What follows belongs to an exercise in optimizing a design on an open flow for a short achievable clock period and few clock cycles; a production flow would make more cautious choices. Only simulation tests tie the RTL to the original design; equivalence was not proved. Power is estimated from default activity; no workload was simulated.

job 1879:
## SingleCycleMIPS
module SingleCycleMIPS( 
    clk,
    rst_n,
    IR_addr,
    IR,
    ReadDataMem,
    CEN,
    WEN,
    A,
    Data2Mem,
    OEN
);
input         clk, rst_n;
input  [31:0] IR;
output [31:0] IR_addr;
input  [31:0] ReadDataMem;  
output        CEN;  
output        WEN;  
output [6:0]  A;  
output [31:0] Data2Mem;  
output        OEN;  
localparam BTB_B = 5;             
localparam BTB_N = 1 << BTB_B;
reg  [31:0] pc;           
reg         d_valid;      
reg  [31:0] d_ir;
reg  [31:0] d_pc;
reg         d_pt;
reg  [11:2] d_ptgt;
reg  [31:0] d_rs_oh, d_rt_oh;     
reg  [31:0] d_rs_sel, d_rt_sel;   
reg         d_fe_a, d_fe_b;       
reg         d_fw_a, d_fw_b;       
reg  [4:0]  d_dst_r;              
reg         d_mem;                
reg         d_stall;              
reg         d_immr;               
reg  [31*7-1:0] d_sums;           
reg  [31:0] d_rs_asel;            
reg         d_fww;                
reg  [6:0]  d_fww_sum;            
reg         d_invr;               
reg         e_valid;      
reg  [31:0] e_a, e_b;     
reg  [31:0] e_bx;         
reg         e_cin;        
reg  [4:0]  e_shamt;
reg  [31:0] e_pc4;
reg  [11:2] e_tgt;        
reg  [19:0] e_jhi;        
reg         e_bcy, e_bs;  
reg         e_pt;         
reg  [11:2] e_ptgt;       
reg  [19:0] e_pchi;       
reg  [4:0]  e_dst;        
reg         e_add, e_sub, e_and, e_or, e_slt, e_sll, e_srl, e_link;
reg         e_lw, e_beq, e_bne, e_j, e_jr;
reg  [31:0] w_res;        
reg  [4:0]  w_dst;        
reg         CEN_r, WEN_r, OEN_r;
reg  [6:0]  A_r;
reg  [31:0] D_r;
assign IR_addr  = pc;
assign CEN      = CEN_r;
  ...
Settings: LEC_CHECK=0, CAP_MARGIN=40, CORE_MARGIN=2, CORE_UTILIZATION=45, PLACE_DENSITY=0.6, SETUP_SLACK_MARGIN=5, SLEW_MARGIN=40, SYNTH_HIERARCHICAL=1, SYNTH_MINIMUM_KEEP_SIZE=0; clock period 9.0 ns.
standard.sh (not shown) runs the stock make flow with config.mk's settings and CLKGATE_MAP_FILE= SYNTH_SCRIPT=/design/flow/synth_recipe.tcl, a recipe that flattens the netlist after the stock synthesis.
==> flow/flow/run.sh <==
#!/bin/bash
set -euo pipefail
bash standard.sh synth > synth.log 2>&1
bash standard.sh SETUP_SLACK_MARGIN=6 TNS_END_PERCENT=100 finish > layout.log 2>&1
Testbench counts of job 1879, summed over its fixed seeds: cycles 45,675.
diff inputs: job 1879 => job 9717
--- a/flow/design.v
+++ b/flow/design.v
@@ -242,66 +242,44 @@
 );
 wire [W-1:0] t [0:N];
 assign t[0] = {W{1'b0}};
 genvar k;
 generate
     for (k = 0; k < N; k = k + 1) begin : o
         assign t[k+1] = t[k] | ({W{sel[k]}} & d[k*W +: W]);
     end
 endgenerate
 assign y = t[N];
 endmodule
-module Mux32 #(parameter W = 1) (
-    input  [32*W-1:0] d,
-    input  [4:0]      s,
-    output [W-1:0]    y
-);
-wire [8*W-1:0] l1;
-wire [2*W-1:0] l2;
-genvar i;
-generate
-    for (i = 0; i < 8; i = i + 1) begin : m1
-        Mux4 #(.W(W)) m(.d0(d[(4*i)*W +: W]), .d1(d[(4*i+1)*W +: W]),
-                        .d2(d[(4*i+2)*W +: W]), .d3(d[(4*i+3)*W +: W]),
-                        .s(s[1:0]), .y(l1[i*W +: W]));
-    end
-    for (i = 0; i < 2; i = i + 1) begin : m2
-        Mux4 #(.W(W)) m(.d0(l1[(4*i)*W +: W]), .d1(l1[(4*i+1)*W +: W]),
-                        .d2(l1[(4*i+2)*W +: W]), .d3(l1[(4*i+3)*W +: W]),
-                        .s(s[3:2]), .y(l2[i*W +: W]));
-    end
-endgenerate
-assign y = s[4] ? l2[W +: W] : l2[0 +: W];
-endmodule
 module SingleCycleMIPS( 
     clk,
     rst_n,
     IR_addr,
     IR,
     ReadDataMem,
     CEN,
     WEN,
     A,
     Data2Mem,
     OEN
 );
 input         clk, rst_n;
 input  [31:0] IR;
 output [31:0] IR_addr;
 input  [31:0] ReadDataMem;  
 output        CEN;  
 output        WEN;  
 output [6:0]  A;  
 output [31:0] Data2Mem;  
 output        OEN;  
-localparam BTB_B = 5;             
+localparam BTB_B = 6;             
 localparam BTB_N = 1 << BTB_B;
 reg  [31:0] pc;           
 reg         d_valid;      
 reg  [31:0] d_ir;
 reg  [31:0] d_pc;
 reg         d_pt;
 reg  [11:2] d_ptgt;
 reg  [31:0] d_rs_oh, d_rt_oh;     
 reg  [31:0] d_rs_sel, d_rt_sel;   
 reg         d_fe_a, d_fe_b;       
 reg         d_fw_a, d_fw_b;       
@@ -340,30 +318,30 @@
 assign OEN      = OEN_r;
 assign A        = A_r;
 assign Data2Mem = D_r;
 reg              bt_v   [0:BTB_N-1];
 reg              bt_j   [0:BTB_N-1];
 reg  [1:0]       bt_c   [0:BTB_N-1];
 reg  [11:2]      bt_t   [0:BTB_N-1];
 reg              bt_p   [0:BTB_N-1];    
 wire [BTB_B-1:0] f_bidx = pc[BTB_B+1:2];
 wire             f_pt;
 wire [11:2]      f_ptgt;
-wire [BTB_N*11-1:0] bt_all;
+wire [64*11-1:0] bt_all;
 genvar bj;
 generate
     for (bj = 0; bj < BTB_N; bj = bj + 1) begin : btbr
         assign bt_all[bj*11 +: 11] = { bt_p[bj], bt_t[bj] };
     end
 endgenerate
-Mux32 #(.W(11)) btbmux(.d(bt_all), .s(f_bidx), .y({ f_pt, f_ptgt }));
+Mux64 #(.W(11)) btbmux(.d(bt_all), .s(f_bidx), .y({ f_pt, f_ptgt }));
 wire [31:0]      f_pc4;
 wire [29:0]      f_pc4_dec;
 IncDec #(.W(30)) pcinc(.a(pc[31:2]), .inc(f_pc4[31:2]), .dec(f_pc4_dec));
 assign f_pc4[1:0] = pc[1:0];
 wire [31:0]      f_pred = f_pt ? { pc[31:12], f_ptgt, 2'b00 } : f_pc4;
 wire [4:0]  f_rs    = IR[25:21];
 wire [4:0]  f_rt    = IR[20:16];
 wire [31:0] f_rs_oh = 32'd1 << f_rs;
 wire [31:0] f_rt_oh = 32'd1 << f_rt;
 wire [4:0]  d_dst;
 wire        f_fe_a  = d_valid & (d_dst_r != 5'd0) & (f_rs == d_dst_r);
[summary]
Row synthesis-to-layout area growth: job 9717 higher / job 1879 lower. Job 1879 has lower clock period minus worst slack than job 9717. Measured against each other, job 1879 and job 9717 differ in arrival time at the worst endpoint, the lower figure coming from job 1879. Job 9717 vs. job 1879: highest clock rate went down by 0.016 GHz. Compare job 1879 and job 9717 | worst-case vdd ir drop lower: job 1879. Going from job 1879 to job 9717, detailed route wirelength on metal3 went up; multi-input combinational gate total increased by about 7.5% relative to the old numbers; routed wire length +7.6%. [job 9717] worst slack on hold paths rose 0.0034 ns relative to job 1879. Job 9717: count of non-CTS buffers in the layout is 135 higher than what job 1879 reported. The final reports for job 9717 and job 1879 show combined global-route utilization of all metal layers lower in the former. Against job 1879, setup slack in job 9717 came out worse. Job 9717 consumes more power than job 1879 does. Job 1879 -> job 9717: count of clock-buffer cells in the layout increased by more than 10%.
Testbench counts of job 9717, summed over its fixed seeds: cycles 45,385.

## static timing again, ports no longer ideal
The results above use ideal ports. As a check the final layouts listed here were re-extracted and re-timed, cells and wires unchanged. Step 1 assumes that a clkbuf_16 drives the clock port and a buf_2 every other input. Step 2 moves the port delays by t, midway between the first and last clock arrival at a register: inputs arrive t later, outputs are due t later. That takes back most of the time a late clock gives input paths. Slacks: ideal ports / drivers / drivers and shift; pairs: ideal ports / drivers.
run	shift t [ns]	setup slack, ns	slew at the worst register clock pin (ns)	worst data-port slew with drivers (ns)	cell pins on the clock port's net
job 1879	0.999	5.664 / 5.565 / 4.887	0.08 / 0.08	0.27	1
job 9717	1.058	5.482 / 5.369 / 4.814	0.07 / 0.07	0.27	1
After both steps setup and hold are still met in every run listed. For job 1879, which loses most, drivers alone change the setup slack by -0.099 ns; drivers and shift together by -0.777 ns.
